From an optimization exercise on the open Yosys and OpenROAD flow, aimed at small area; shortcuts taken in it are not production practice.
The RTL was checked by simulation tests, not by an equivalence proof against the original design.
Power is estimated from default activity; no workload was simulated.

**flow/flow/run.sh**
```bash
#!/bin/bash
# The standard layout (standard.sh), changed in three ways:
#  - synthesis maps the logic with an area-oriented ABC script (flow/area.abc)
#    instead of ORFS's speed script; everything else in synthesis is the standard flow's own
#    synth_recipe.tcl, so the registers are the standard synthesis's;
#  - port buffers are sky130_fd_sc_hd__buf_1 (every port still gets one);
#  - CTS inserts no dummy loads.
# make's output goes to flow.log; ORFS writes each step's log under orfs/logs.
set -euo pipefail
W=$PWD
F=$W/flow
{
  echo "set ::area_abc_script $F/area.abc"
  echo "source $F/abc_proc.tcl"
  cat "$W/synth_recipe.tcl"
} > "$W/area_synth.tcl"
sed -e "s#SYNTH_SCRIPT=[^ ]*#SYNTH_SCRIPT=$W/area_synth.tcl#" "$W/standard.sh" > "$W/area_standard.sh"
grep -q "SYNTH_SCRIPT=$W/area_synth.tcl" "$W/area_standard.sh"
export BUFFER_PORTS_ARGS="-buffer_cell sky130_fd_sc_hd__buf_1"
export CTS_ARGS="-sink_clustering_enable -repair_clock_nets -sink_clustering_size 18 -sink_clustering_max_diameter 55 -buf_list sky130_fd_sc_hd__clkbuf_8 -dont_use_dummy_load"
bash "$W/area_standard.sh" > "$W/flow.log" 2>&1
```
**flow/standard.sh**
```bash
#!/bin/bash
# synth_recipe.tcl (not shown) runs the flow's synth.tcl, then flattens the netlist and writes it again
# the make line also repeats each setting of config.mk as NAME=value (left out here)
make -C /OpenROAD-flow-scripts/flow DESIGN_CONFIG=/design/flow/config.mk WORK_HOME=/design/flow/orfs CLKGATE_MAP_FILE= SYNTH_SCRIPT=/design/flow/synth_recipe.tcl "${@:-finish}"
```
**flow/flow/abc_proc.tcl**
```tcl
# Point yosys's abc call at the area-oriented script; all other arguments stay.
proc abc {args} {
  set i [lsearch -exact $args -script]
  if {$i >= 0} { lset args [expr {$i + 1}] $::area_abc_script }
  yosys abc {*}$args
}
```
**flow/flow/area.abc**
```
&get -n
&st
&dch -f
&nf -p -a -R 1000
&put
topo
```
**flow/constraint.sdc**
```tcl
create_clock -name core_clock -period 10.0 [get_ports {CLK_50M}]
set_input_delay 2.0000 -clock core_clock [delete_from_list [all_inputs] [get_ports {CLK_50M}]]
set_output_delay 2.0000 -clock core_clock [all_outputs]
set_load 0.01 [all_outputs]
```
**flow/config.mk**
```make
export PLATFORM = sky130hd
export DESIGN_NAME = ADS8688
export DESIGN_NICKNAME = ADS8688
export VERILOG_FILES = /design/flow/design.v
export SDC_FILE = /design/flow/constraint.sdc
export NUM_CORES = 4
export LEC_CHECK = 0
export CAP_MARGIN = 5
export CORE_MARGIN = 2
export CORE_UTILIZATION = 78
export CTS_BUF_LIST = sky130_fd_sc_hd__clkbuf_8
export CTS_CLUSTER_DIAMETER = 55
export CTS_CLUSTER_SIZE = 18
export PLACE_DENSITY = 0.85
export SLEW_MARGIN = 5
```
**flow/design.v**
```verilog
module OverZero
(
	input  [15:0] datain,
	input  [15:0] zero,
	output        flag
);
	assign flag = (datain > zero);
endmodule
module ADS8688
(
input wire rst_n,
input CLK_50M,
output clk_100,
output reg CS,
output wire SCLK,
output reg SDI,
input SDO,
output reg RST,
output reg [15:0] rddat7,rddat6,rddat5,rddat0,rddat4,rddat3,outRMS,
input [11:0] dataAddr,
input RDdata
);
reg [1:0] ph;
wire spi_rise = (ph == 2'd2);
wire spi_fall = (ph == 2'd1);
always @(posedge CLK_50M or negedge rst_n)
	if (!rst_n)
		ph <= 2'd0;
	else if (ph == 2'd2)
		ph <= 2'd0;
	else
		ph <= ph + 2'd1;
assign SCLK = ~CS & (ph != 2'd2);
reg [6:0] cnt;
reg [3:0] order;
wire frame_end = (cnt > 7'd82);
reg [15:0] cmd;
always @(*)
	case (order)
	4'd0:  cmd = 16'h0B00;
	4'd1:  cmd = 16'h1901;
	4'd2:  cmd = 16'h1701;
	4'd3:  cmd = 16'h1501;
	4'd4:  cmd = 16'h0B01;
	4'd5:  cmd = 16'h1301;
	4'd6:  cmd = 16'h1101;
	4'd7:  cmd = 16'hDC00;
	4'd8:  cmd = 16'hD800;
	4'd9:  cmd = 16'hD400;
	4'd10: cmd = 16'hC000;
	4'd11: cmd = 16'hD000;
	4'd12: cmd = 16'hCC00;
	default: cmd = 16'hCC00;
	endcase
always @(posedge CLK_50M or negedge rst_n)
	if (!rst_n) begin
		cnt <= 7'd0;
		CS <= 1'b0;
		RST <= 1'b0;
		order <= 4'd0;
		SDI <= 1'b0;
	end else if (spi_rise) begin
		RST <= 1'b1;
		if (frame_end) begin
			CS <= 1'b1;
			cnt <= 7'd40;
			order <= (order == 4'd12) ? 4'd7 : order + 4'd1;
		end else begin
			CS <= (cnt < 7'd50);
			cnt <= cnt + 7'd1;
		end
		if (cnt >= 7'd50 && cnt <= 7'd65)
			SDI <= cmd[4'd15 - cnt[3:0] + 4'd2];
	end
wire capture = spi_fall && order > 4'd6 && cnt >= 7'd67 && cnt <= 7'd82;
always @(posedge CLK_50M or negedge rst_n)
	if (!rst_n) begin
		rddat7 <= 16'd0;
		rddat6 <= 16'd0;
		rddat5 <= 16'd0;
		rddat0 <= 16'd0;
		rddat4 <= 16'd0;
		rddat3 <= 16'd0;
	end else if (spi_rise && frame_end) begin
		if (order == 4'd7)  rddat3 <= rddat;
		if (order == 4'd8)  rddat7 <= rddat;
		if (order == 4'd9)  rddat6 <= rddat;
		if (order == 4'd10) rddat5 <= rddat;
		if (order == 4'd11) rddat0 <= rddat;
		if (order == 4'd12) rddat4 <= rddat;
	end
OverZero OverZero_inst
(
	.datain(rddat6),
	.zero(16'd32768),
	.flag(clk_100)
);
reg cs_d;
always @(posedge CLK_50M or negedge rst_n)
	if (!rst_n)
		cs_d <= 1'b0;
	else
		cs_d <= CS;
wire evt = CS & ~cs_d;
reg r1, r2;
reg [15:0] cnt50;
reg [15:0] max_cnt;
reg pvalid;       
reg accp;         
reg zf;           
wire latch = r1 & ~r2 & (cnt50 > 16'd100);
always @(posedge CLK_50M or negedge rst_n)
	if (!rst_n) begin
		r1 <= 1'b0;
		r2 <= 1'b0;
		cnt50 <= 16'd0;
		pvalid <= 1'b0;
		accp <= 1'b0;
	end else if (evt) begin
		r1 <= clk_100;
		r2 <= r1;
		cnt50 <= latch ? 16'd0 : cnt50 + 16'd1;
		accp <= ~latch;
		if (latch)
			pvalid <= 1'b1;
	end
wire t0 = (cnt[1:0] == 2'd0) && (ph == 2'd0);
wire win = (cnt >= 7'd44) && (cnt <= 7'd67);
wire mac = (cnt >= 7'd44) && (cnt <= 7'd66);
wire [2:0] p = cnt[4:2] - 3'd3;    
wire win_end = (cnt == 7'd67) && (ph == 2'd2);
always @(posedge CLK_50M or negedge rst_n)
	if (!rst_n)
		zf <= 1'b1;
	else if (evt && latch)
		zf <= 1'b1;
	else if (win_end && accp)
		zf <= 1'b0;
reg [47:0] ring7, ring6, ring5, ring0, ring4, ring3;
reg [47:0] Power_7, Power_6, Power_5, Power_0, Power_4, Power_3;
reg [15:0] x;
reg [3:0] rsel;
always @(*)
	case (p)
	3'd0: begin x = rddat7; rsel = ring7[3:0]; end
	3'd1: begin x = rddat6; rsel = ring6[3:0]; end
	3'd2: begin x = rddat5; rsel = ring5[3:0]; end
	3'd3: begin x = rddat0; rsel = ring0[3:0]; end
	3'd4: begin x = rddat4; rsel = ring4[3:0]; end
	default: begin x = rddat3; rsel = ring3[3:0]; end
	endcase
wire c = ~x[15];
wire [14:0] v = x[14:0] ^ {15{c}};
reg [3:0] m;
always @(*)
	case ({cnt[1:0], ph})
	4'b0000: m = v[3:0];
	4'b0001: m = v[7:4];
	4'b0010: m = v[11:8];
	4'b0100: m = {1'b0, v[14:12]};
	default: m = 4'd0;
	endcase
reg [15:0] acc;
reg [4:1] dq;
wire [15:0] acc_in = t0 ? (c ? {v, 1'b1} : 16'd0) : acc;
wire [4:0] dq_in = t0 ? 5'd0 : {1'b0, dq};
wire [19:0] pp0 = {5'd0, v & {15{m[0]}}};
wire [19:0] pp1 = {4'd0, v & {15{m[1]}}, 1'b0};
wire [19:0] pp2 = {3'd0, v & {15{m[2]}}, 2'b0};
wire [19:0] pp3 = {2'd0, v & {15{m[3]}}, 3'b0};
wire [19:0] a0 = {4'd0, acc_in};
wire [19:0] s1 = a0 ^ pp0 ^ pp1;
wire [19:0] c1 = {(a0[18:0] & pp0[18:0]) | (a0[18:0] & pp1[18:0]) | (pp0[18:0] & pp1[18:0]), 1'b0};
wire [19:0] s2 = s1 ^ c1 ^ pp2;
wire [19:0] c2 = {(s1[18:0] & c1[18:0]) | (s1[18:0] & pp2[18:0]) | (c1[18:0] & pp2[18:0]), 1'b0};
wire [19:0] s3 = s2 ^ c2 ^ pp3;
wire [19:0] c3 = {(s2[18:0] & c2[18:0]) | (s2[18:0] & pp3[18:0]) | (c2[18:0] & pp3[18:0]), 1'b0};
wire [19:0] s;
wire [20:0] rc;
genvar gi;
generate
	for (gi = 0; gi < 20; gi = gi + 1) begin : g_cpa
		wire cin = (gi % 4 == 0) ? dq_in[gi / 4] : rc[gi];
		assign s[gi] = s3[gi] ^ c3[gi] ^ cin;
		assign rc[gi+1] = (s3[gi] & c3[gi]) | (s3[gi] & cin) | (c3[gi] & cin);
	end
endgenerate
assign rc[0] = 1'b0;
always @(posedge CLK_50M)
	if (mac)
		acc <= s[19:4];
	else if (capture)
		acc <= {acc[14:0], SDO};
wire [15:0] rddat = acc;
always @(posedge CLK_50M)
	dq <= {rc[16], rc[12], rc[8], rc[4]};
reg cy;
wire [3:0] rb = zf ? 4'd0 : rsel;
wire [4:0] dc;
wire [4:0] sum;
wire [3:0] pd = mac ? s[3:0] : 4'd0;
assign dc[0] = t0 ? 1'b0 : cy;
generate
	for (gi = 0; gi < 4; gi = gi + 1) begin : g_dig
		assign sum[gi] = rb[gi] ^ pd[gi] ^ dc[gi];
		assign dc[gi+1] = (rb[gi] & pd[gi]) | (rb[gi] & dc[gi]) | (pd[gi] & dc[gi]);
	end
endgenerate
assign sum[4] = dc[4];
always @(posedge CLK_50M)
	cy <= sum[4];
wire act = win & accp;
always @(posedge CLK_50M) begin
	ring7 <= {(act && p == 3'd0) ? sum[3:0] : ring7[3:0], ring7[47:4]};
	ring6 <= {(act && p == 3'd1) ? sum[3:0] : ring6[3:0], ring6[47:4]};
	ring5 <= {(act && p == 3'd2) ? sum[3:0] : ring5[3:0], ring5[47:4]};
	ring0 <= {(act && p == 3'd3) ? sum[3:0] : ring0[3:0], ring0[47:4]};
	ring4 <= {(act && p == 3'd4) ? sum[3:0] : ring4[3:0], ring4[47:4]};
	ring3 <= {(act && p == 3'd5) ? sum[3:0] : ring3[3:0], ring3[47:4]};
end
always @(posedge CLK_50M)
	if (evt && latch) begin
		Power_7 <= ring7;
		Power_6 <= ring6;
		Power_5 <= ring5;
		Power_0 <= ring0;
		Power_4 <= ring4;
		Power_3 <= ring3;
		max_cnt <= cnt50;
	end
always @(posedge CLK_50M or negedge rst_n)
	if (!rst_n)
		outRMS <= 16'd0;
	else if (RDdata) begin
		if (!pvalid)
			outRMS <= 16'd0;
		else
			case (dataAddr[7:0])
			8'd0:  outRMS <= Power_7[47:32];
			8'd1:  outRMS <= Power_7[31:16];
			8'd2:  outRMS <= Power_7[15:0];
			8'd3:  outRMS <= Power_6[47:32];
			8'd4:  outRMS <= Power_6[31:16];
			8'd5:  outRMS <= Power_6[15:0];
			8'd6:  outRMS <= Power_5[47:32];
			8'd7:  outRMS <= Power_5[31:16];
			8'd8:  outRMS <= Power_5[15:0];
			8'd9:  outRMS <= Power_0[47:32];
			8'd10: outRMS <= Power_0[31:16];
			8'd11: outRMS <= Power_0[15:0];
			8'd12: outRMS <= Power_4[47:32];
			8'd13: outRMS <= Power_4[31:16];
			8'd14: outRMS <= Power_4[15:0];
			8'd15: outRMS <= Power_3[47:32];
			8'd16: outRMS <= Power_3[31:16];
			8'd17: outRMS <= Power_3[15:0];
			8'd18: outRMS <= max_cnt;
			default: outRMS <= 16'd0;
			endcase
	end
endmodule
```
==> results of run 1 <==
## logic make-up (layout without fill, tap and decap cells)
group           after synthesis  count (layout)
compound gates              296             296
fa+ha+maj                    91              91
xor+xnor                     24              24
mux                         121             121
simple gates                401             401
flops                       763             763
buf+inv                      70             277
## Yosys cell counts (3+ instances only)
| cell type | instances | area share (%) |
|---|---|---|
| nand3b_1 | 5 | 0.14 |
| nor2b_1 | 12 | 0.28 |
| dfxtp_1 | 293 | 22 |
| a31oi_1 | 4 | 0.094 |
| o31ai_1 | 11 | 0.31 |
| nand2b_1 | 32 | 0.75 |
| a22o_1 | 34 | 1.1 |
| o21ai_0 | 49 | 0.92 |
| and3_1 | 3 | 0.070 |
| clkinv_1 | 70 | 0.99 |
| nand3_1 | 58 | 1.1 |
| nand2_1 | 131 | 1.8 |
| mux2_1 | 112 | 4.7 |
| a21oi_1 | 34 | 0.64 |
| a22oi_1 | 81 | 2.3 |
| xnor2_1 | 4 | 0.13 |
| ha_1 | 31 | 1.5 |
| a221oi_1 | 27 | 0.89 |
| or2_0 | 7 | 0.16 |
| and2_0 | 3 | 0.070 |
| edfxtp_1 | 320 | 36 |
| a41o_1 | 4 | 0.15 |
| fa_1 | 60 | 4.5 |
| o22ai_1 | 5 | 0.12 |
| nor4_1 | 7 | 0.16 |
| nand4_1 | 20 | 0.47 |
| xor2_1 | 20 | 0.66 |
| a222oi_1 | 26 | 0.98 |
| nor3_1 | 11 | 0.21 |
| nor2_1 | 105 | 1.5 |
| mux2i_1 | 9 | 0.34 |
| dfrtp_1 | 149 | 14 |
| a2111oi_0 | 4 | 0.13 |
## registers in the layout, summed over array words and instances (netlist names), 48 cells and up
name     flops
Power_3     48
Power_4     48
ring3       48
Power_7     48
ring5       48
ring7       48
ring6       48
Power_5     48
ring0       48
Power_6     48
Power_0     48
ring4       48
## power by group
group / internal [W] / switching, W
sequential: 0.00322 / 0.0000000000000000000928
clock: 0.000450 / 0.000858
combinational: 0.00000383 / 0.0000213
## path summary, 6_finish.rpt
check                           slack [ns]               start                     to  cells after the start
worst max-delay path                  1.72  cnt[2]$_DFFE_PN0P_      acc[11]$_DFFE_PP_                     22
worst min-delay path                  0.31   ring5[38]$_DFF_P_      ring5[34]$_DFF_P_                      0
worst max register to register        1.72  cnt[2]$_DFFE_PN0P_      acc[11]$_DFFE_PP_                     22
worst min register to register        0.31   ring5[38]$_DFF_P_      ring5[34]$_DFF_P_                      0
max in group asynchronous             7.07               rst_n  rddat0[0]$_DFFE_PN0P_                      2
min in group asynchronous             1.43               rst_n  outRMS[1]$_DFFE_PN0P_                      1
## routing by layer
| metal | up-vias | global-route usage (%) | wire length, um | part of all wire [%] |
|---|---|---|---|---|
| met5 | - | 0 | 0 | 0 |
| met4 | 0 | 14.33 | 2709 | 4.6 |
| met3 | 177 | 4.819 | 4508 | 7.6 |
| met2 | 795 | 57.21 | 29520 | 50 |
| met1 | 7916 | 46.04 | 22730 | 38 |
| li1 | 6914 | - | - | - |
## through the flow
step	hold WS, ns	power, W	instances	area, sq um
6_report	0.3089	0.004556	2421	28720
3_3_place_gp	0.3279	0.003316	2371	28030
3_5_place_dp	0.3328	0.003318	2371	28030
2_1_floorplan	0.3265	0.003296	1766	26680
4_1_cts	0.3063	0.004561	2421	28720
5_1_grt	0.3033	0.004669	2421	28720
## cell type report
cell class	count	area [sq um]
Tap cell	448	560.5
Timing Repair Buffer	157	714.4
Fill cell	1631	4895
Multi-Input combinational cell	933	7266
Clock buffer	50	688.2
Inverter	70	262.8
Sequential cell	763	19230
## worst reg2reg max path: cells and delay by family (launching register included)
kind            cells  cell delay (ns)
buf+inv             6             1.39
flops               1             0.56
compound gates      3             0.99
simple gates        4             1.22
fa+ha+maj           7             3.28
mux                 1             0.29
xor+xnor            1             0.35
==> impl_metrics.ini, run 1 <==
[run_status]
outcome = finished clean

[sta]
setup_violations = 0
tightestPinTransition_ns = 1.229
rsz0062_at_grt = false
tns_ns = 0
slew_violations = 0
max_freq_ghz = 0.1208
finalClockSkew_ns = 0.07498
finalHoldViolations = 0
period_needed_ns = 8.279
max_slew_margin_pct = 17.97
worst_slack_ns = 1.721
fin_crit_sh_pct = 82.79

[power]
max-vdd-ir-drop_uv = 116.3
p_per_area_nw_per_um2 = 158.6
leakagePower_nw = 11.75

[global_routing]
grt_pass1_vias = 15910
grt_max_degree = 201
antenna_found_initial = 0
grt.total_usage_pct = 34.21
globalRouteOverflowTotal = 0
grt_first_pass_wirelength_um = 91320

[synth]
synth_adder_area_share_pct = 5.958
async_flop_share_pct = 19.66
synth_top_family_by_area = compound AO/OA/AOI/OAI gates
seq_area_frac_synth_pct = 72.10
synth_compound_area_share_pct = 8.158
ys.flop_type = edfxtp_1
synth_cell_types = 52
avgSynthCellArea_sq_um = 15.10
synth-seq-cells = 763
syn_area_sq_um = 26670
synth_edf_count = 320
syn_nets = 1873
synth_cells = 1766
synth_xor_area_share_pct = 0.7881
synthSimpleGateAreaFrac_pct = 6.948
synth.area.mux_share_pct = 5.066
yosysWarningCount = 1

[clock_tree]
cts_tree = yes
hold_buffers = 0
htree_num_levels = 2
cts.clk_slew.worst_paths_ns = 0.09
cts_buffers = 50
cts_resized = 0
clock_latency_ns = 0.64
cts_setup_buffers = 0
cts_sinks = 763
root_buffer = clkbuf_8
clk_path_buf_depth = 3

[die]
die_area_sq_um = 35690
initial_core_util_pct = 79.34
die_x_um = 188.9
ios = 133
fp.coreArea_sq_um = 33620
die-height_um = 188.9
rows = 67

[setup_path]
critPathTopFamily = adder cells
path_cells = clkinv_1 > nor2_2 > buf_4 > nor4_2 > buf_4 > a221o_1 > a221o_1 > buf_4 > xor2_1 > o22ai_1 > nor2_1 > nor2_1 > fa_1 > clkinv_1 > fa_1 > fa_1 > fa_1 > fa_1 > fa_1 > clkinv_1 > fa_1 > mux2_1
critPathMaxFanout = 23
cp.required_ns = 10.36
cp_common_cell = fa_1
path_buf_inv = 6
crit_path_start_kind = flip-flop
critPathMaxStageDelay_ns = 0.85
crit_type = flip-flop to flip-flop
critical_path_arrival_ns = 8.64
critPathCaptureType = flip-flop
crit_slowest_cell = nor2_1

[placement]
post-dp-hpwl_um = 40800
io_buffers = 128
place_ws_ns = 1.777
gp_congestion = 0.8956

[drt]
vias = 15800
drtIter0Drc = 1980
ant_nets = 0
firstDrtPassIters = 6
drc_errors = 0
wire_per_inst_um = 24.56
via_per_inst = 6.527
wl_um = 59460

[final_layout]
antenna_cells = 0
layout_commonest_cell = edfxtp_1
final_cell_mix = edfxtp_1 (320), dfxtp_1 (293), dfrtp_1 (149), nand2_1 (131), buf_1 (127)
drive_above_1_share_pct = 5.271
syn_to_final_growth_pct = 7.684
final_core_util_pct = 85.44
final_nets = 2082

[worst_hold_path]
hp-class = flip-flop to flip-flop

[flow_run]
max_cap_violations = 0
==> run 2: changes to the inputs <==
==> flow/flow/area.abc (replaced) <==
strash
dc2
&get -n
&st
&dch -f
&nf -p -a -R 1000
&put
mfs3 -ae
strash
dc2
&get -n
&st
&dch -f
&nf -p -a -R 1000
&put
mfs3 -ae
strash
dc2
&get -n
&st
&dch -f
&nf -p -a -R 1000
&put
mfs3 -ae
topo
--- a/flow/config.mk
+++ b/flow/config.mk
@@ -6,5 +6,5 @@
 export NUM_CORES = 4
 export LEC_CHECK = 0
-export CAP_MARGIN = 5
+export CAP_MARGIN = 20
 export CORE_MARGIN = 2
 export CORE_UTILIZATION = 78
@@ -13,3 +13,3 @@
 export CTS_CLUSTER_SIZE = 18
 export PLACE_DENSITY = 0.85
-export SLEW_MARGIN = 5
+export SLEW_MARGIN = 20
==> impl_metrics.ini, run 2 <==
[drt]
drtIter0Drc = 2497
wl_um = 63920
wire_per_inst_um = 26.99
via_per_inst = 6.776
vias = 16050
ant_nets = 0
firstDrtPassIters = 9
drc_errors = 0

[placement]
dp.cells = 2316
io_buffers = 128
place_area_sq_um = 27780
place_ws_ns = 2.307
gp_congestion = 0.8993
post-dp-hpwl_um = 42360

[die]
die-height_um = 187.8
die_x_um = 187.8
initial_core_util_pct = 78.98
die_area_sq_um = 35270
rows = 67
ios = 133
fp.coreArea_sq_um = 33360

[setup_path]
cp.required_ns = 10.38
crit_path_start_kind = flip-flop
crit_type = flip-flop to flip-flop
critPathMaxFanout = 21
timing.rr.end = acc[11]$_DFFE_PP_
r2r_cells = 20
r2r_start = cnt[4]$_DFFE_PN0P_
critical_path_arrival_ns = 8.21
r2r_slack_ns = 2.18
crit_end = acc[11]$_DFFE_PP_
critPathCaptureType = flip-flop
crit_path_start = cnt[4]$_DFFE_PN0P_

[final_layout]
final_cell_mix = edfxtp_1 (320), dfxtp_1 (293), dfrtp_1 (149), buf_1 (127), nand2_1 (121)
layout_commonest_cell = edfxtp_1
design_area_sq_um = 28510
drive_above_1_share_pct = 6.042
n_fill_cell = 1640
fin_cells = 2368
syn_to_final_growth_pct = 8.195
antenna_cells = 0
final_nets = 2029

[synth]
avgSynthCellArea_sq_um = 15.49
synth_adder_area_share_pct = 6.030
synth-seq-cells = 763
synth.area.mux_share_pct = 4.776
seq_area_frac_synth_pct = 72.97
yosysWarningCount = 1
ys.flop_type = edfxtp_1
synth_cells = 1701
synth_edf_count = 320
synth_compound_area_share_pct = 8.086
synth_xor_area_share_pct = 0.5318
synthSimpleGateAreaFrac_pct = 6.538
yosys-top-cells-area = edfxtp_1 (36%), dfxtp_1 (22%), dfrtp_1 (14%), mux2_1 (4.7%), fa_1 (4.6%)
netlist_top_cells_count = edfxtp_1 (320), dfxtp_1 (293), dfrtp_1 (149)
yosys.cell_count.top_type = edfxtp_1
async_flop_share_pct = 19.66
syn_nets = 1808
synth_cell_types = 47
synth_top_family_by_area = compound AO/OA/AOI/OAI gates
syn_area_sq_um = 26350
synth_top_area_share_pct = 36.46
synth_area_leader_cell = edfxtp_1

[power]
leakagePower_nw = 11.62
p_per_area_nw_per_um2 = 160.7
max-vdd-ir-drop_uv = 115.4

[clock_tree]
cts_setup_buffers = 0
cts_buffers = 51
cts_tree = yes
cts_resized = 0
hold_buffers = 0
cts_sinks = 763
root_buffer = clkbuf_8
htree_num_levels = 2
clk_path_buf_depth = 3
cts.clk_slew.worst_paths_ns = 0.11
clock_latency_ns = 0.66

[global_routing]
grt.total_usage_pct = 37.10
globalRouteOverflowTotal = 0
antenna_found_initial = 0
grt_max_degree = 174
grt_pass1_vias = 16530
grt_first_pass_wirelength_um = 97100

[sta]
max_freq_ghz = 0.1278
fin_crit_sh_pct = 78.24
finalClockSkew_ns = 0.08003
finalHoldViolations = 0
slew_violations = 0
worst_slack_ns = 2.176
max_slew_margin_pct = 19.08
rsz0062_at_grt = false
period_needed_ns = 7.824
tns_ns = 0
tightestPinTransition_ns = 1.213
setup_violations = 0

[worst_hold_path]
hp-class = flip-flop to flip-flop
holdPathStages = 0

[flow_run]
max_cap_violations = 0

[run_status]
outcome = finished clean
==> run 2: layer usage <==
layer / up-vias / share of wire [%] / track usage (%)
li1: 6823 / - / -
met5: - / 0 / 0
met4: 0 / 4.9 / 16.47
met3: 215 / 9.6 / 6.738
met2: 1040 / 50 / 62.08
met1: 7967 / 36 / 48.46
==> run 2: critical path: stages, from the launching register on <==
cell      delay, ns
dfrtp_1        0.57
nand2_1        0.20
nor2_2         0.04
buf_4          0.27
a222oi_1       0.32
a21oi_1        0.16
a21oi_2        0.73
xor2_1         0.40
o22ai_1        0.14
nor2_1         0.84
nor2_1         0.15
fa_1           0.59
clkinv_1       0.08
fa_1           0.50
fa_1           0.45
fa_1           0.46
fa_1           0.47
fa_1           0.43
clkinv_1       0.07
fa_1           0.37
mux2_1         0.29
==> run 2: worst min path at each step <==
stage | endpoint | startpoint | slack [ns]
4_1_cts | ring5[30]$_DFF_P_ | ring5[34]$_DFF_P_ | 0.32
3_5_place_dp | ring3[15]$_DFF_P_ | ring3[19]$_DFF_P_ | 0.33
2_1_floorplan | ring0[0]$_DFF_P_ | ring0[4]$_DFF_P_ | 0.33
5_1_grt | ring0[26]$_DFF_P_ | ring0[30]$_DFF_P_ | 0.32
3_3_place_gp | ring0[24]$_DFF_P_ | ring0[28]$_DFF_P_ | 0.33
6_report | ring0[26]$_DFF_P_ | ring0[30]$_DFF_P_ | 0.32
==> run 2: cell families (layout without fill, tap and decap cells) <==
logic type                 after synthesis  after routing
DFF                                    763            763
adders and majority gates               91             91
AOI/OAI and AO/OA                      278            278
buffers and inverters                   75            294
muxes                                  112            112
and+or+nand+nor                        366            366
xor gates and xnor gates                16             16
==> run 2: power by group <==
group	total [W]	internal, W	switching (W)
Sequential	0.00322	0.00322	0.0000000000000000000902
Combinational	0.0000251	0.00000348	0.0000216
Clock	0.00133	0.000458	0.000877
Total	0.00458	0.00368	0.000898
==> run 2: metrics by stage <==
step	hold WS, ns	power [W]	util (%)
global placement	0.3281	0.003316	83.27
finish	0.3180	0.004582	85.46
detailed placement	0.3328	0.003317	83.27
floorplan	0.3265	0.003296	-
global route	0.3202	0.004689	85.46
CTS	0.3208	0.004584	85.38
==> run 2: layout make-up <==
class | instances | area (sq um) | area share, %
Inverter | 75 | 294.0 | 1.031
Multi-Input combinational cell | 863 | 6942 | 24.35
Sequential cell | 763 | 19230 | 67.44
Timing Repair Buffer | 168 | 784.5 | 2.751
Clock buffer | 51 | 701.9 | 2.462
Tap cell | 448 | 560.5 | 1.966
==> run 3: changes to the inputs <==
==> flow/flow/area.abc (replaced) <==
&get -n
&st
&dch -f
&nf -p -a -R 1000
&put
topo
==> impl_metrics.ini, run 3 <==
[run_status]
outcome = finished clean

[power]
swShare_pct = 19.29
clock_power_share_pct = 28.7
power.net_switching_w = 0.0008787
combPwrFrac_pct = 0.6
p_per_area_nw_per_um2 = 158.6
seq_power_share_pct = 70.7
leakagePower_nw = 11.75
max-vdd-ir-drop_uv = 116.8
p_int_w = 0.003676

[sta]
finalClockSkew_ns = 0.07495
setup_violations = 0
slew_violations = 0
fin_crit_sh_pct = 82.79
rsz0062_at_grt = false
tns_ns = 0
period_needed_ns = 8.279
finalHoldViolations = 0
max_freq_ghz = 0.1208
max_slew_margin_pct = 21.50
hold_ws_ns = 0.3089
tightestPinTransition_ns = 1.176

[die]
ios = 133
die_area_sq_um = 35690
rows = 67
fp.coreArea_sq_um = 33620
die-height_um = 188.9
die_x_um = 188.9
initial_core_util_pct = 79.34

[final_layout]
syn_to_final_growth_pct = 7.703
design_area_sq_um = 28730
final_core_util_pct = 85.45
layout_commonest_cell = edfxtp_1
antenna_cells = 0
final_cell_mix = edfxtp_1 (320), dfxtp_1 (293), dfrtp_1 (149), nand2_1 (131), buf_1 (127)
drive_above_1_share_pct = 5.271
final_nets = 2082

[clock_tree]
hold_buffers = 0
clock_latency_ns = 0.64
cts_setup_buffers = 0
cts_sinks = 763
root_buffer = clkbuf_8
cts_buffers = 50
cts.clk_slew.worst_paths_ns = 0.09
cts_tree = yes
clk_path_buf_depth = 3
htree_num_levels = 2
cts_resized = 0

[synth]
ys.flop_type = edfxtp_1
synth_edf_count = 320
netlist_top_cells_count = edfxtp_1 (320), dfxtp_1 (293), dfrtp_1 (149)
synth_top_area_share_pct = 36.03
yosys.cell_count.top_type = edfxtp_1
synth_cells = 1766
syn_area_sq_um = 26670
avgSynthCellArea_sq_um = 15.10
seq_area_frac_synth_pct = 72.10
yosys-top-cells-area = edfxtp_1 (36%), dfxtp_1 (22%), dfrtp_1 (14%), mux2_1 (4.7%), fa_1 (4.5%)
synth_area_leader_cell = edfxtp_1
syn_nets = 1873
synth_cell_types = 52
synth-seq-cells = 763
async_flop_share_pct = 19.66
yosysWarningCount = 1

[drt]
vias = 15790
drtIter0Drc = 1960
wl_met2_um = 29470
wire_per_inst_um = 24.52
routed.top_layer = met4
drc_errors = 0
via_per_inst = 6.522
route.met3.wl_um = 4525
wl_um = 59350
firstDrtPassIters = 6
ant_nets = 0
wl_met1_um = 22640

[worst_hold_path]
hp-class = flip-flop to flip-flop

[setup_path]
crit_type = flip-flop to flip-flop
crit_path_start_kind = flip-flop
critPathMaxFanout = 23
cp.required_ns = 10.36
critical_path_arrival_ns = 8.64
critPathCaptureType = flip-flop

[placement]
io_buffers = 128
gp_congestion = 0.8956
post-dp-hpwl_um = 40800
place_area_sq_um = 28030

[global_routing]
grt.total_usage_pct = 34.21
grt_pass1_vias = 15910
grt_first_pass_wirelength_um = 91320
antenna_found_initial = 0
globalRouteOverflowTotal = 0
grt_max_degree = 201

[flow_run]
max_cap_violations = 0
run 3: cell count changes after synthesis, moves of 10 or more:
| cell | before | now |
|---|---|---|
| a221oi_1 | 3 | 27 |
| a22o_1 | 1 | 34 |
| a222oi_1 | 111 | 26 |
| nand2_1 | 121 | 131 |
| nand3_1 | 24 | 58 |
| nor3_1 | 26 | 11 |
| and3_1 | 13 | 3 |
| xor2_1 | 5 | 20 |
| nor2_1 | 88 | 105 |
| a22oi_1 | 30 | 81 |
| o22ai_1 | 20 | 5 |
run 3: kinds of logic (layout without fill, tap and decap cells):
| logic type | after synthesis | after routing | share of synthesized area, % |
|---|---|---|---|
| AOI/OAI and AO/OA | 296 | 296 | 8.158 |
| xor gates and xnor gates | 24 | 24 | 0.7881 |
| adders and majority gates | 91 | 91 | 5.958 |
| buffers and inverters | 70 | 277 | 0.9851 |
| DFF | 763 | 763 | 72.10 |
| muxes | 121 | 121 | 5.066 |
| and+or+nand+nor | 401 | 401 | 6.948 |
run 3: cell type report:
cell class	count	area, sq um
sequential	763	19230
multi-input combinational	933	7271
timing repair buffer	157	714.4
clock buffer	50	688.2
inverter	70	262.8
fill	1630	4890
tap	448	560.5
run 3: power by group through the flow:
stage                     clock (W)  combinational [W]  sequential, W
after floorplan                   0         0.00000378        0.00329
after global placement            0          0.0000244        0.00329
after detailed placement          0          0.0000255        0.00329
after CTS                   0.00131          0.0000255        0.00322
after global routing        0.00142          0.0000283        0.00322
final                       0.00131          0.0000252        0.00322
run 3: per-layer routing:
metal,global-route usage [%],up-vias
met3,4.819,176
met5,0,-
met4,14.33,0
li1,-,6910
met1,46.04,7910
met2,57.21,793
run 3: path summary, 6_finish.rpt:
check	startpoint	endpoint	slack [ns]	depth (start not counted)
worst max-delay path	cnt[2]$_DFFE_PN0P_	acc[11]$_DFFE_PP_	1.72	22
worst max register to register	cnt[2]$_DFFE_PN0P_	acc[11]$_DFFE_PP_	1.72	22
worst min-delay path	ring5[38]$_DFF_P_	ring5[34]$_DFF_P_	0.31	0
min in group asynchronous	rst_n	outRMS[1]$_DFFE_PN0P_	1.43	1
max in group asynchronous	rst_n	rddat0[0]$_DFFE_PN0P_	7.07	2
worst min register to register	ring5[38]$_DFF_P_	ring5[34]$_DFF_P_	0.31	0
run 3: per-stage QoR:
stage / setup WS, ns / power (W) / std cells
6_report: 1.721 / 0.004555 / 2421
5_1_grt: 1.362 / 0.004669 / 2421
4_1_cts: 1.792 / 0.004561 / 2421
3_5_place_dp: 1.777 / 0.003318 / 2371
3_3_place_gp: 1.861 / 0.003316 / 2371
2_1_floorplan: 0.8996 / 0.003296 / 1766
run 3: worst max-delay path, stage by stage (launching register included):
cell	delay, ns
dfrtp_1	0.56
clkinv_1	0.30
nor2_2	0.16
buf_4	0.38
nor4_2	0.06
buf_4	0.28
a221o_1	0.39
a221o_1	0.44
buf_4	0.27
xor2_1	0.35
o22ai_1	0.15
nor2_1	0.85
nor2_1	0.15
fa_1	0.58
clkinv_1	0.07
fa_1	0.50
fa_1	0.44
fa_1	0.47
fa_1	0.47
fa_1	0.43
clkinv_1	0.07
fa_1	0.39
mux2_1	0.29
==> run 4: changes to the inputs <==
--- a/flow/design.v
+++ b/flow/design.v
@@ -16,5 +16,5 @@
 output reg SDI,
 input SDO,
-output reg RST,
+output RST,
 output reg [15:0] rddat7,rddat6,rddat5,rddat0,rddat4,rddat3,outRMS,
 input [11:0] dataAddr,
@@ -35,4 +35,5 @@
 reg [3:0] order;
 wire frame_end = (cnt > 7'd82);
+assign RST = |cnt;
 reg [15:0] cmd;
 always @(*)
@@ -57,9 +58,7 @@
 		cnt <= 7'd0;
 		CS <= 1'b0;
-		RST <= 1'b0;
 		order <= 4'd0;
 		SDI <= 1'b0;
 	end else if (spi_rise) begin
-		RST <= 1'b1;
 		if (frame_end) begin
 			CS <= 1'b1;
@@ -96,11 +95,5 @@
 	.flag(clk_100)
 );
-reg cs_d;
-always @(posedge CLK_50M or negedge rst_n)
-	if (!rst_n)
-		cs_d <= 1'b0;
-	else
-		cs_d <= CS;
-wire evt = CS & ~cs_d;
+wire evt = (ph == 2'd0) && ((cnt == 7'd1) || (cnt == 7'd40 && order != 4'd0));
 reg r1, r2;
 reg [15:0] cnt50;
==> flow/flow/area.abc (replaced) <==
strash
dc2
&get -n
&st
&dch -f
&nf -p -a -R 1000
&put
mfs3 -ae
strash
dc2
&get -n
&st
&dch -f
&nf -p -a -R 1000
&put
mfs3 -ae
strash
dc2
&get -n
&st
&dch -f
&nf -p -a -R 1000
&put
mfs3 -ae
topo
--- a/flow/config.mk
+++ b/flow/config.mk
@@ -12,4 +12,4 @@
 export CTS_CLUSTER_DIAMETER = 55
 export CTS_CLUSTER_SIZE = 18
-export PLACE_DENSITY = 0.85
+export PLACE_DENSITY = 0.7
 export SLEW_MARGIN = 20
==> impl_metrics.ini, run 4 <==
[run_status]
outcome = finished clean

[power]
max-vdd-ir-drop_uv = 139.9
seq_power_share_pct = 70.1
p_per_area_nw_per_um2 = 161.2
p_int_w = 0.003676
swShare_pct = 19.84
leakagePower_nw = 11.47
combPwrFrac_pct = 0.6
clock_power_share_pct = 29.3
power.net_switching_w = 0.0009102

[sta]
finalClockSkew_ns = 0.09131
period_needed_ns = 7.872
rsz0062_at_grt = false
tns_ns = 0
fin_crit_sh_pct = 78.72
setup_violations = 0
finalHoldViolations = 0
tightestPinTransition_ns = 1.215
slew_violations = 0
max_freq_ghz = 0.1270
max_slew_margin_pct = 18.70
worst_slack_ns = 2.128

[clock_tree]
htree_num_levels = 2
root_buffer = clkbuf_8
cts_sinks = 761
cts_setup_buffers = 0
cts_tree = yes
hold_buffers = 0
clk_path_buf_depth = 3
cts_resized = 0
cts.clk_slew.worst_paths_ns = 0.10
cts_buffers = 51
clock_latency_ns = 0.67

[final_layout]
design_area_sq_um = 28450
layout_commonest_cell = edfxtp_1
antenna_cells = 0
drive_above_1_share_pct = 5.564
syn_to_final_growth_pct = 8.137
final_nets = 2014
n_fill_cell = 1682
final_cell_mix = edfxtp_1 (320), dfxtp_1 (293), dfrtp_1 (147), buf_1 (127), mux2_1 (113)

[die]
fp.coreArea_sq_um = 33360
die_x_um = 187.7
die_area_sq_um = 35210
initial_core_util_pct = 78.85
ios = 133
rows = 67
die-height_um = 187.7

[synth]
synth_cell_types = 48
seq_area_frac_synth_pct = 72.90
async_flop_share_pct = 19.45
syn_area_sq_um = 26310
synth_area_leader_cell = edfxtp_1
synth_cells = 1692
yosys.cell_count.top_type = edfxtp_1
synth_top_area_share_pct = 36.53
yosysWarningCount = 1
yosys-top-cells-area = edfxtp_1 (37%), dfxtp_1 (22%), dfrtp_1 (14%), mux2_1 (4.8%), fa_1 (4.6%)
syn_nets = 1799
synth_edf_count = 320
ys.flop_type = edfxtp_1
avgSynthCellArea_sq_um = 15.55
netlist_top_cells_count = edfxtp_1 (320), dfxtp_1 (293), dfrtp_1 (147)
synth-seq-cells = 761

[drt]
wire_per_inst_um = 27.93
ant_nets = 0
drc_errors = 0
wl_um = 65710
firstDrtPassIters = 8
drtIter0Drc = 2723
via_per_inst = 6.899
vias = 16230

[setup_path]
path_cells = clkinv_1 > nor2_2 > a222oi_1 > and2_0 > buf_4 > ha_1 > o22ai_1 > nor2_1 > nor2_1 > fa_1 > clkinv_1 > fa_1 > fa_1 > fa_1 > fa_1 > fa_1 > clkinv_1 > fa_1 > mux2_1
r2r_slack_ns = 2.13
cp.required_ns = 10.33
path_buf_inv = 4
crit_slowest_cell = nor2_1
r2r_cells = 19
cp_common_cell = fa_1
crit_path_start_kind = flip-flop
crit_type = flip-flop to flip-flop
critPathTopFamily = adder cells
r2r_start = cnt[2]$_DFFE_PN0P_
critPathMaxFanout = 17
critical_path_arrival_ns = 8.20
timing.rr.end = acc[11]$_DFFE_PP_
critPathCaptureType = flip-flop
critPathMaxStageDelay_ns = 0.83

[placement]
post-dp-hpwl_um = 42940
gp_congestion = 0.9021
io_buffers = 128
place_area_sq_um = 27730
place_ws_ns = 2.371

[flow_run]
max_cap_violations = 0

[worst_hold_path]
hold_path_startpoint = ring5[21]$_DFF_P_
hp-class = flip-flop to flip-flop
holdPathStages = 0
min_to = ring5[17]$_DFF_P_

[global_routing]
antenna_found_initial = 0
grt_max_degree = 163
globalRouteOverflowTotal = 0
grt_pass1_vias = 16590
grt.total_usage_pct = 38.31
grt_first_pass_wirelength_um = 99110
[run 4: changes by cell type in the layout (fill, tap and decap cells not counted), sizes merged, moves of 22 or more]
| cell | previous run | this run |
|---|---|---|
| a222oi | 26 | 99 |
| nand2 | 131 | 79 |
| a22oi | 81 | 39 |
| nand3 | 58 | 26 |
| a22o | 34 | 5 |
| nand2b | 32 | 7 |
| nor3 | 11 | 36 |
| or2 | 7 | 31 |
| a221oi | 27 | 5 |
[run 4: worst max-delay path by stage]
| stage | from | end | slack, ns | cells past startpoint |
|---|---|---|---|---|
| global route | cnt[2]$_DFFE_PN0P_ | acc[11]$_DFFE_PP_ | 1.75 | 19 |
| global placement | cnt[2]$_DFFE_PN0P_ | acc[11]$_DFFE_PP_ | 2.42 | 19 |
| CTS | cnt[2]$_DFFE_PN0P_ | acc[11]$_DFFE_PP_ | 2.29 | 19 |
| detailed placement | cnt[2]$_DFFE_PN0P_ | acc[11]$_DFFE_PP_ | 2.37 | 19 |
| finish | cnt[2]$_DFFE_PN0P_ | acc[11]$_DFFE_PP_ | 2.13 | 19 |
| floorplan | cnt[4]$_DFFE_PN0P_ | acc[3]$_DFFE_PP_ | 2.24 | 18 |
[run 4: cells by family after synthesis]
kind of cell	synth area share [%]
buffers and inverters	0.9988
AND/OR/NAND/NOR	6.554
adder cells (fa/ha/maj)	6.040
flip-flops	72.91
AO/OA/AOI/OAI	8.057
multiplexers	4.913
XOR/XNOR	0.5327
[run 4: power by group through the flow]
stage                logic [W]  clock network, W  registers, W
floorplan           0.00000307                 0       0.00328
global placement     0.0000243                 0       0.00328
detailed placement   0.0000253                 0       0.00328
CTS                  0.0000260           0.00135       0.00321
global route         0.0000285           0.00144       0.00321
finish               0.0000262           0.00135       0.00321
[run 4: stage by stage]
step                      power (W)  hold slack, ns  cells  utilization [%]
after floorplan            0.003287          0.3265   1692                -
after global placement     0.003308          0.3279   2301            83.08
final                      0.004586          0.2952   2353            85.27
after global routing       0.004685          0.3052   2353            85.27
after CTS                  0.004586          0.3023   2353            85.22
after detailed placement   0.003309          0.3323   2302            83.12
[run 4: worst reg2reg max path, stage by stage (launching register included)]
cell      delay, ns
dfrtp_1        0.61
clkinv_1       0.32
nor2_2         0.82
a222oi_1       0.19
and2_0         0.19
buf_4          0.22
ha_1           0.43
o22ai_1        0.12
nor2_1         0.83
nor2_1         0.16
fa_1           0.60
clkinv_1       0.08
fa_1           0.45
fa_1           0.41
fa_1           0.46
fa_1           0.46
fa_1           0.44
clkinv_1       0.07
fa_1           0.39
mux2_1         0.31
[run 4: final cells by class]
class	count	area [sq um]	share of cell area, %
inverter	69	259.0	0.9104
sequential	761	19180	67.42
tap	448	560.5	1.970
multi-input combinational	861	6984	24.55
timing repair buffer	163	763.2	2.683
clock buffer	51	701.9	2.467
[run 4: routing by layer]
layer  GRT usage [%]  wire [um]  vias to the layer above
met1           49.22      22820                     8043
met2           63.73      32360                     1183
met3           7.617       7152                      220
li1                -          -                     6788
met5               0          0                        -
met4           18.53       3382                        0
==> run 5: changes to the inputs <==
--- a/flow/flow/area.abc
+++ b/flow/flow/area.abc
@@ -1,2 +1,10 @@
+strash
+dc2
+&get -n
+&st
+&dch -f
+&nf -p -a -R 1000
+&put
+mfs3 -ae
 strash
 dc2
--- a/flow/config.mk
+++ b/flow/config.mk
@@ -12,4 +12,4 @@
 export CTS_CLUSTER_DIAMETER = 55
 export CTS_CLUSTER_SIZE = 18
-export PLACE_DENSITY = 0.7
+export PLACE_DENSITY = 0.85
 export SLEW_MARGIN = 20
==> impl_metrics.ini, run 5 <==
[synth]
ys.flop_type = edfxtp_1
synth_area_leader_cell = edfxtp_1
synth_xor_area_share_pct = 0.5327
yosysWarningCount = 1
synth_compound_area_share_pct = 8.081
syn_area_sq_um = 26310
yosys.cell_count.top_type = edfxtp_1
synth_top_family_by_area = compound AO/OA/AOI/OAI gates
synth_edf_count = 320
async_flop_share_pct = 19.45
netlist_top_cells_count = edfxtp_1 (320), dfxtp_1 (293), dfrtp_1 (147)
yosys-top-cells-area = edfxtp_1 (37%), dfxtp_1 (22%), dfrtp_1 (14%), mux2_1 (4.8%), fa_1 (4.6%)
synth_top_area_share_pct = 36.53
synth-seq-cells = 761
syn_nets = 1799
avgSynthCellArea_sq_um = 15.55
synth_cell_types = 46
synth.area.mux_share_pct = 4.913
synth_cells = 1692
synthSimpleGateAreaFrac_pct = 6.507
seq_area_frac_synth_pct = 72.91
synth_adder_area_share_pct = 6.041

[setup_path]
critPathMaxStageDelay_ns = 0.78
critPathCaptureType = flip-flop
cp_common_cell = fa_1
crit_type = flip-flop to flip-flop
critPathMaxFanout = 16
path_buf_inv = 4
crit_path_start_kind = flip-flop
crit_slowest_cell = nor2_1
path_cells = nand2_1 > nor2_1 > buf_4 > a222oi_1 > and2_0 > buf_4 > xnor2_1 > o22ai_1 > nor2_1 > nor2_1 > fa_1 > clkinv_1 > fa_1 > fa_1 > fa_1 > fa_1 > fa_1 > clkinv_1 > fa_1 > mux2_1
critical_path_arrival_ns = 8.23
critPathTopFamily = adder cells
cp.required_ns = 10.39

[clock_tree]
clk_path_buf_depth = 3
cts.clk_slew.worst_paths_ns = 0.10
cts_resized = 0
root_buffer = clkbuf_8
clock_latency_ns = 0.68
cts_buffers = 51
htree_num_levels = 2
cts_setup_buffers = 0
cts_sinks = 761
cts_tree = yes
hold_buffers = 0

[placement]
post-dp-hpwl_um = 41570
gp_congestion = 0.8925
io_buffers = 128
dp.cells = 2294

[final_layout]
multi_input_area_sq_um = 6989
n_fill_cell = 1658
final_nets = 2008
layout_commonest_cell = edfxtp_1
fin_cells = 2347
drive_above_1_share_pct = 5.740
register_area_sq_um = 19180
final_core_util_pct = 85.28
antenna_cells = 0
final_cell_mix = edfxtp_1 (320), dfxtp_1 (293), dfrtp_1 (147), buf_1 (127), mux2_1 (113)
syn_to_final_growth_pct = 8.172

[die]
die_x_um = 187.6
die-height_um = 187.6
ios = 133
rows = 67
fp.coreArea_sq_um = 33360
die_area_sq_um = 35210
initial_core_util_pct = 78.84

[sta]
tns_ns = 0
max_freq_ghz = 0.1275
finalClockSkew_ns = 0.09179
finalHoldViolations = 0
fin_crit_sh_pct = 78.40
setup_violations = 0
hold_ws_ns = 0.2892
slew_violations = 0
rsz0062_at_grt = false
period_needed_ns = 7.840
tightestPinTransition_ns = 1.219
max_slew_margin_pct = 18.44

[global_routing]
met2_usage_pct = 61.51
busiest_layer = met2
grt.total_usage_pct = 36.92
grt_max_degree = 226
grt_use_met1_pct = 48.53
globalRouteOverflowTotal = 0
met3_usage_pct = 6.307
grt_pass1_vias = 16360
grt_first_pass_wirelength_um = 96260
antenna_found_initial = 0

[drt]
drtIter0Drc = 2688
ant_nets = 0
vias = 16110
via_per_inst = 6.865
wire_per_inst_um = 27.26
wl_um = 63970
drc_errors = 0
firstDrtPassIters = 9

[power]
leakagePower_nw = 11.43
p_per_area_nw_per_um2 = 161.0
max-vdd-ir-drop_uv = 125.9

[flow_run]
max_cap_violations = 0

[worst_hold_path]
hp-class = flip-flop to flip-flop

[run_status]
outcome = finished clean
[run 5: per-stage QoR]
step | setup slack, ns | area, sq um | total power (W)
finish | 2.160 | 28450 | 0.004583
global route | 1.792 | 28450 | 0.004691
CTS | 2.224 | 28400 | 0.004588
detailed placement | 2.266 | 27700 | 0.003309
global placement | 2.549 | 27660 | 0.003308
floorplan | 2.268 | 26310 | 0.003287
[run 5: worst paths after layout]
kind	startpoint	endpoint	slack, ns	cells past startpoint
worst max-delay path	cnt[3]$_DFFE_PN0P_	acc[11]$_DFFE_PP_	2.16	20
min in group asynchronous	rst_n	outRMS[14]$_DFFE_PN0P_	1.42	2
worst min-delay path	ring7[42]$_DFF_P_	ring7[38]$_DFF_P_	0.29	0
max in group asynchronous	rst_n	rddat6[2]$_DFFE_PN0P_	7.02	3
worst max register to register	cnt[3]$_DFFE_PN0P_	acc[11]$_DFFE_PP_	2.16	20
worst min register to register	ring7[42]$_DFF_P_	ring7[38]$_DFF_P_	0.29	0
[run 5: kinds of logic after synthesis]
family | after synthesis
AO/OA/AOI/OAI | 280
XOR/XNOR | 16
buffers and inverters | 71
multiplexers | 115
adder cells (fa/ha/maj) | 91
flip-flops | 761
AND/OR/NAND/NOR | 358
[run 5: metal layers]
metal	vias up	routed length (um)
met5	-	0
met3	214	6259
met4	0	3053
met2	1106	32130
li1	6772	-
met1	8020	22530
[run 5: area by class of cell]
cell class,instances,share of cell area (%)
flip-flops and latches,761,67.40
inverters,70,0.9234
clock buffers,51,2.467
multi-input cells,860,24.56
repair buffers,157,2.673
well taps,448,1.970
[run 5: report_power, final]
| group | internal [W] | switching, W |
|---|---|---|
| Sequential | 0.00321 | 0.0000000000000000000843 |
| Clock | 0.000458 | 0.000885 |
| Combinational | 0.00000352 | 0.0000216 |
[run 5: worst register-to-register path, stage by stage (launching register included)]
cell and delay, ns:
dfrtp_1 0.63, nand2_1 0.26, nor2_1 0.44, buf_4 0.37
a222oi_1 0.19, and2_0 0.20, buf_4 0.23, xnor2_1 0.51
o22ai_1 0.19, nor2_1 0.78, nor2_1 0.17, fa_1 0.59
clkinv_1 0.08, fa_1 0.40, fa_1 0.46, fa_1 0.46
fa_1 0.46, fa_1 0.44, clkinv_1 0.07, fa_1 0.37
mux2_1 0.30
==> run 6: changes to the inputs <==
--- a/flow/flow/area.abc
+++ b/flow/flow/area.abc
@@ -1,10 +1,2 @@
-strash
-dc2
-&get -n
-&st
-&dch -f
-&nf -p -a -R 1000
-&put
-mfs3 -ae
 strash
 dc2
--- a/flow/config.mk
+++ b/flow/config.mk
@@ -7,4 +7,5 @@
 export LEC_CHECK = 0
 export CAP_MARGIN = 20
+export CORE_ASPECT_RATIO = 0.5
 export CORE_MARGIN = 2
 export CORE_UTILIZATION = 78
==> impl_metrics.ini, run 6 <==
[run_status]
outcome = finished clean

[sta]
hold_ws_ns = 0.2956
setup_violations = 0
rsz0062_at_grt = false
fin_crit_sh_pct = 73.70
finalHoldViolations = 0
max_slew_margin_pct = 15.79
worst_slack_ns = 2.630
finalClockSkew_ns = 0.1159
tns_ns = 0
tightestPinTransition_ns = 1.262
slew_violations = 0
max_freq_ghz = 0.1357
period_needed_ns = 7.370

[drt]
via_per_inst = 7.062
ant_nets = 0
drc_errors = 0
wl_um = 68180
vias = 16580
firstDrtPassIters = 12
drtIter0Drc = 3001
wire_per_inst_um = 29.05

[clock_tree]
cts_resized = 0
root_buffer = clkbuf_8
cts.clk_slew.worst_paths_ns = 0.11
cts_sinks = 761
cts_buffers = 48
clk_path_buf_depth = 3
clock_latency_ns = 0.67
hold_buffers = 0
cts_tree = yes
cts_setup_buffers = 0
htree_num_levels = 2

[placement]
gp_congestion = 0.9294
io_buffers = 128
place_ws_ns = 2.704
post-dp-hpwl_um = 43960
dp.cells = 2296

[global_routing]
grt_first_pass_wirelength_um = 101600
grt_max_degree = 159
grt.total_usage_pct = 39.29
grt_pass1_vias = 16610
globalRouteOverflowTotal = 0
antenna_found_initial = 1

[synth]
ys.flop_type = edfxtp_1
avgSynthCellArea_sq_um = 15.55
synth_top_area_share_pct = 36.53
yosys.cell_count.top_type = edfxtp_1
seq_area_frac_synth_pct = 72.90
synth_edf_count = 320
netlist_top_cells_count = edfxtp_1 (320), dfxtp_1 (293), dfrtp_1 (147)
synth_cell_types = 48
yosysWarningCount = 1
syn_area_sq_um = 26310
async_flop_share_pct = 19.45
syn_nets = 1799
synth_area_leader_cell = edfxtp_1
yosys-top-cells-area = edfxtp_1 (37%), dfxtp_1 (22%), dfrtp_1 (14%), mux2_1 (4.8%), fa_1 (4.6%)
synth_cells = 1692
synth-seq-cells = 761

[final_layout]
final_cell_mix = edfxtp_1 (320), dfxtp_1 (293), dfrtp_1 (147), buf_1 (127), mux2_1 (113)
n_fill_cell = 1499
syn_to_final_growth_pct = 8.038
final_nets = 2014
fin_cells = 2347
layout_commonest_cell = edfxtp_1
drive_above_1_share_pct = 5.722

[setup_path]
cp.required_ns = 10.39
crit_path_start_kind = flip-flop
r2r_slack_ns = 2.63
crit_type = flip-flop to flip-flop
critical_path_arrival_ns = 7.76
critPathCaptureType = flip-flop
critPathMaxFanout = 17

[die]
ios = 133
die_x_um = 263.7
fp.coreArea_sq_um = 33110
die_area_sq_um = 35300
die-height_um = 133.9
rows = 47
initial_core_util_pct = 79.46

[power]
totalPowerFinal_w = 0.004567
leakagePower_nw = 11.47
p_per_area_nw_per_um2 = 160.7
max-vdd-ir-drop_uv = 129.6

[worst_hold_path]
hp-class = flip-flop to flip-flop

[flow_run]
max_cap_violations = 0
[run 6: cell types whose count changed after synthesis, moves of 2 or more]
cell	delta
nor3_1	+5
a22o_1	+4
and3_1	+2
nand4_1	-3
xor2_1	+2
a22oi_1	-3
and2_0	-2
a21oi_1	+2
nand2_1	-3
xnor2_1	-2
a311oi_1	-2
[run 6: area by class of cell]
type                            instances  area (sq um)  area share, %
Antenna cell                            1         2.502       0.008804
Timing Repair Buffer                  166         797.0          2.804
Clock buffer                           48         660.6          2.324
Inverter                               69         259.0         0.9112
Multi-Input combinational cell        861          6972          24.53
Sequential cell                       761         19180          67.48
Tap cell                              441         551.8          1.941
[run 6: through the flow]
stage               util, %  cell area, sq um
finish                85.85             28420
global route          85.84             28420
CTS                   85.73             28380
detailed placement    83.74             27720
global placement      83.72             27720
floorplan                 -             26320
[run 6: worst paths after layout]
path	start	to	cells after the start
worst max-delay path	cnt[2]$_DFFE_PN0P_	acc[3]$_DFFE_PP_	19
worst min-delay path	ring6[6]$_DFF_P_	ring6[2]$_DFF_P_	0
worst max register to register	cnt[2]$_DFFE_PN0P_	acc[3]$_DFFE_PP_	19
worst min register to register	ring6[6]$_DFF_P_	ring6[2]$_DFF_P_	0
max in group asynchronous	rst_n	rddat6[10]$_DFFE_PN0P_	2
min in group asynchronous	rst_n	outRMS[8]$_DFFE_PN0P_	1
[run 6: critical path: stages, from the launching register on]
cell and delay, ns:
dfrtp_1 0.65, nand2_1 0.12, nor2_2 0.56, a222oi_1 0.22, and2_0 0.18, buf_4 0.22
ha_1 0.41, o22ai_1 0.12, nor2_1 0.81, nor2_1 0.16, fa_1 0.54, clkinv_1 0.08
fa_1 0.51, fa_1 0.53, fa_1 0.45, fa_1 0.40, fa_1 0.38, clkinv_1 0.08
fa_1 0.41, mux2_1 0.30
[run 6: cell families (layout without fill, tap and decap cells)]
| group | count (synthesis) | after routing | synth area share, % |
|---|---|---|---|
| AOI/OAI and AO/OA | 279 | 279 | 8.057 |
| xor gates and xnor gates | 16 | 16 | 0.5327 |
| adders and majority gates | 91 | 91 | 6.040 |
| buffers and inverters | 70 | 283 | 0.9988 |
| DFF | 761 | 761 | 72.91 |
| muxes | 115 | 115 | 4.913 |
| other | 0 | 1 | 0 |
| and+or+nand+nor | 360 | 360 | 6.554 |
[run 6: power by group]
| group | internal [W] | total [W] | leakage (nW) | switching [W] |
|---|---|---|---|---|
| clock network | 0.000433 | 0.00133 | 0.345 | 0.000893 |
| registers | 0.00321 | 0.00321 | 8.00 | 0.0000000000000000000992 |
| logic | 0.00000345 | 0.0000260 | 3.12 | 0.0000225 |
[run 6: routing by layer]
layer / wire [um] / vias up / GRT usage, %
met5: 0 / - / 0
met4: 2686 / 0 / 15.37
met3: 9023 / 231 / 9.400
met2: 31990 / 1345 / 63.19
met1: 24480 / 8219 / 53.37
li1: - / 6780 / -
==> run 7: changes to the inputs <==
--- a/flow/config.mk
+++ b/flow/config.mk
@@ -7,5 +7,4 @@
 export LEC_CHECK = 0
 export CAP_MARGIN = 20
-export CORE_ASPECT_RATIO = 0.5
 export CORE_MARGIN = 2
 export CORE_UTILIZATION = 78
==> impl_metrics.ini, run 7 <==
[placement]
dp.cells = 2298
place_ws_ns = 2.085
gp_congestion = 0.9050
post-dp-hpwl_um = 43080
io_buffers = 128

[drt]
vias = 16060
wire_per_inst_um = 27.13
drtIter0Drc = 2622
ant_nets = 0
drc_errors = 0
via_per_inst = 6.838
firstDrtPassIters = 9
wl_um = 63720

[power]
totalPowerFinal_w = 0.004551
swShare_pct = 19.39
p_int_w = 0.003669
power.net_switching_w = 0.0008825
leakagePower_nw = 11.45
max-vdd-ir-drop_uv = 132.7
clock_power_share_pct = 28.8
p_per_area_nw_per_um2 = 160.1
combPwrFrac_pct = 0.6
seq_power_share_pct = 70.6

[setup_path]
timing.rr.end = acc[11]$_DFFE_PP_
critical_path_arrival_ns = 8.34
crit_path_start_kind = flip-flop
crit_slowest_cell = nor2_1
r2r_start = cnt[2]$_DFFE_PN0P_
critPathCaptureType = flip-flop
path_cells = clkinv_1 > nor2_2 > a222oi_1 > and2_0 > buf_4 > ha_1 > o22ai_1 > nor2_1 > nor2_1 > fa_1 > clkinv_1 > fa_1 > fa_1 > fa_1 > fa_1 > fa_1 > clkinv_1 > fa_1 > mux2_1
critPathMaxStageDelay_ns = 0.83
cp.required_ns = 10.37
r2r_slack_ns = 2.03
r2r_cells = 19
cp_common_cell = fa_1
critPathMaxFanout = 15
crit_type = flip-flop to flip-flop

[synth]
yosys.cell_count.top_type = edfxtp_1
ys.flop_type = edfxtp_1
yosys-top-cells-area = edfxtp_1 (37%), dfxtp_1 (22%), dfrtp_1 (14%), mux2_1 (4.8%), fa_1 (4.6%)
syn_nets = 1799
syn_area_sq_um = 26310
seq_area_frac_synth_pct = 72.90
synth_cells = 1692
synth_edf_count = 320
synth-seq-cells = 761
synth_area_leader_cell = edfxtp_1
synth_top_area_share_pct = 36.53
netlist_top_cells_count = edfxtp_1 (320), dfxtp_1 (293), dfrtp_1 (147)
async_flop_share_pct = 19.45
synth_cell_types = 48
yosysWarningCount = 1
avgSynthCellArea_sq_um = 15.55

[final_layout]
final_nets = 2010
drive_above_1_share_pct = 5.629
syn_to_final_growth_pct = 8.085
layout_commonest_cell = edfxtp_1
final_cell_mix = edfxtp_1 (320), dfxtp_1 (293), dfrtp_1 (147), buf_1 (127), mux2_1 (113)
antenna_cells = 0
fin_cells = 2349

[clock_tree]
cts_resized = 0
cts_tree = yes
clk_path_buf_depth = 3
htree_num_levels = 2
root_buffer = clkbuf_8
cts.clk_slew.worst_paths_ns = 0.10
cts_sinks = 761
cts_buffers = 50
clock_latency_ns = 0.65
cts_setup_buffers = 0
hold_buffers = 0

[sta]
tightestPinTransition_ns = 1.216
setup_violations = 0
fin_crit_sh_pct = 79.74
slew_violations = 0
tns_ns = 0
period_needed_ns = 7.974
finalHoldViolations = 0
worst_slack_ns = 2.026
max_freq_ghz = 0.1254
rsz0062_at_grt = false
max_slew_margin_pct = 18.83
finalClockSkew_ns = 0.07786
hold_ws_ns = 0.3097

[global_routing]
globalRouteOverflowTotal = 0
grt_first_pass_wirelength_um = 96080
antenna_found_initial = 0
grt_max_degree = 207
grt_pass1_vias = 16350
grt.total_usage_pct = 36.72

[die]
ios = 133
rows = 67
die_x_um = 187.7
die_area_sq_um = 35210
fp.coreArea_sq_um = 33360
die-height_um = 187.7
initial_core_util_pct = 78.85

[flow_run]
max_cap_violations = 0

[run_status]
outcome = finished clean

[worst_hold_path]
hp-class = flip-flop to flip-flop
min_to = ring3[42]$_DFF_P_
holdPathStages = 0
hold_path_startpoint = ring3[46]$_DFF_P_
run 7: worst max-delay path, delay by kind of cell (launching register included):
kind / cells / cell delay [ns]
AOI/OAI and AO/OA: 2 / 0.30
adders and majority gates: 8 / 3.60
buffers and inverters: 4 / 0.78
DFF: 1 / 0.65
muxes: 1 / 0.31
and+or+nand+nor: 4 / 2.10
run 7: area by class of cell:
| type | instances | area (sq um) |
|---|---|---|
| flip-flops and latches | 761 | 19180 |
| multi-input cells | 861 | 6990 |
| fillers | 1638 | 4930 |
| repair buffers | 160 | 757.0 |
| clock buffers | 50 | 688.2 |
| well taps | 448 | 560.5 |
| inverters | 69 | 259.0 |
run 7: cells by family after synthesis:
group	Yosys count	share of synthesized area [%]
xor gates and xnor gates	16	0.5327
and+or+nand+nor	360	6.554
AOI/OAI and AO/OA	279	8.057
buffers and inverters	70	0.9988
muxes	115	4.913
adders and majority gates	91	6.040
DFF	761	72.91
run 7: worst max-delay path by stage:
| stage | start | endpoint | slack [ns] |
|---|---|---|---|
| after floorplan | cnt[4]$_DFFE_PN0P_ | acc[3]$_DFFE_PP_ | 2.24 |
| after global routing | cnt[2]$_DFFE_PN0P_ | acc[11]$_DFFE_PP_ | 1.58 |
| after detailed placement | cnt[2]$_DFFE_PN0P_ | acc[11]$_DFFE_PP_ | 2.09 |
| after CTS | cnt[2]$_DFFE_PN0P_ | acc[11]$_DFFE_PP_ | 2.09 |
| after global placement | cnt[2]$_DFFE_PN0P_ | acc[11]$_DFFE_PP_ | 2.28 |
| final | cnt[2]$_DFFE_PN0P_ | acc[11]$_DFFE_PP_ | 2.03 |
run 7: power by group through the flow:
stage / registers (W) / logic, W / clock network, W
5_1_grt: 0.00321 / 0.0000291 / 0.00141
4_1_cts: 0.00321 / 0.0000249 / 0.00131
2_1_floorplan: 0.00328 / 0.00000307 / 0
6_report: 0.00321 / 0.0000263 / 0.00131
3_5_place_dp: 0.00328 / 0.0000248 / 0
3_3_place_gp: 0.00328 / 0.0000238 / 0
run 7: stage by stage:
| stage | utilization [%] | cell area, sq um |
|---|---|---|
| after floorplan | - | 26320 |
| after global placement | 83.02 | 27700 |
| after detailed placement | 83.03 | 27700 |
| after CTS | 85.09 | 28390 |
| after global routing | 85.22 | 28430 |
| final | 85.22 | 28430 |
run 7: layer usage:
layer	track usage [%]	part of all wire, %
met5	0	0
met2	60.09	49
met3	7.636	10
met1	48.50	36
met4	16.47	4.5

## static timing again, ports no longer ideal
No port has a modelled driver above. Below, the same layouts with a new extraction and two added sets of constraints. Step 1 sets driving cells, clkbuf_16 on the clock port and buf_2 on the other inputs (assumed; they add their load-dependent delay and slew). Step 2 also shifts input and output timing later by t, the mid clock arrival at the registers, as if the neighbouring blocks saw the same clock. a / b / c = ideal / step 1 / step 2; a / b = the first two.
run	shift t [ns]	setup slack, ns	worst setup path after step 2	latest minus earliest clock arrival (ns)	worst data-port slew with drivers (ns)
run 1	0.657	1.721 / 1.721 / 1.721	register to register	0.078 / 0.077	0.03
run 2	0.683	2.176 / 2.176 / 2.176	register to register	0.103 / 0.103	0.04
run 3	0.657	1.721 / 1.721 / 1.721	register to register	0.078 / 0.078	0.03
run 4	0.688	2.128 / 2.128 / 2.128	register to register	0.108 / 0.108	0.04
run 5	0.688	2.160 / 2.160 / 2.160	register to register	0.092 / 0.093	0.07
run 6	0.663	2.630 / 2.630 / 2.630	register to register	0.115 / 0.116	0.03
run 7	0.660	2.026 / 2.026 / 2.026	register to register	0.077 / 0.078	0.03
After both steps every run listed still meets setup and hold.
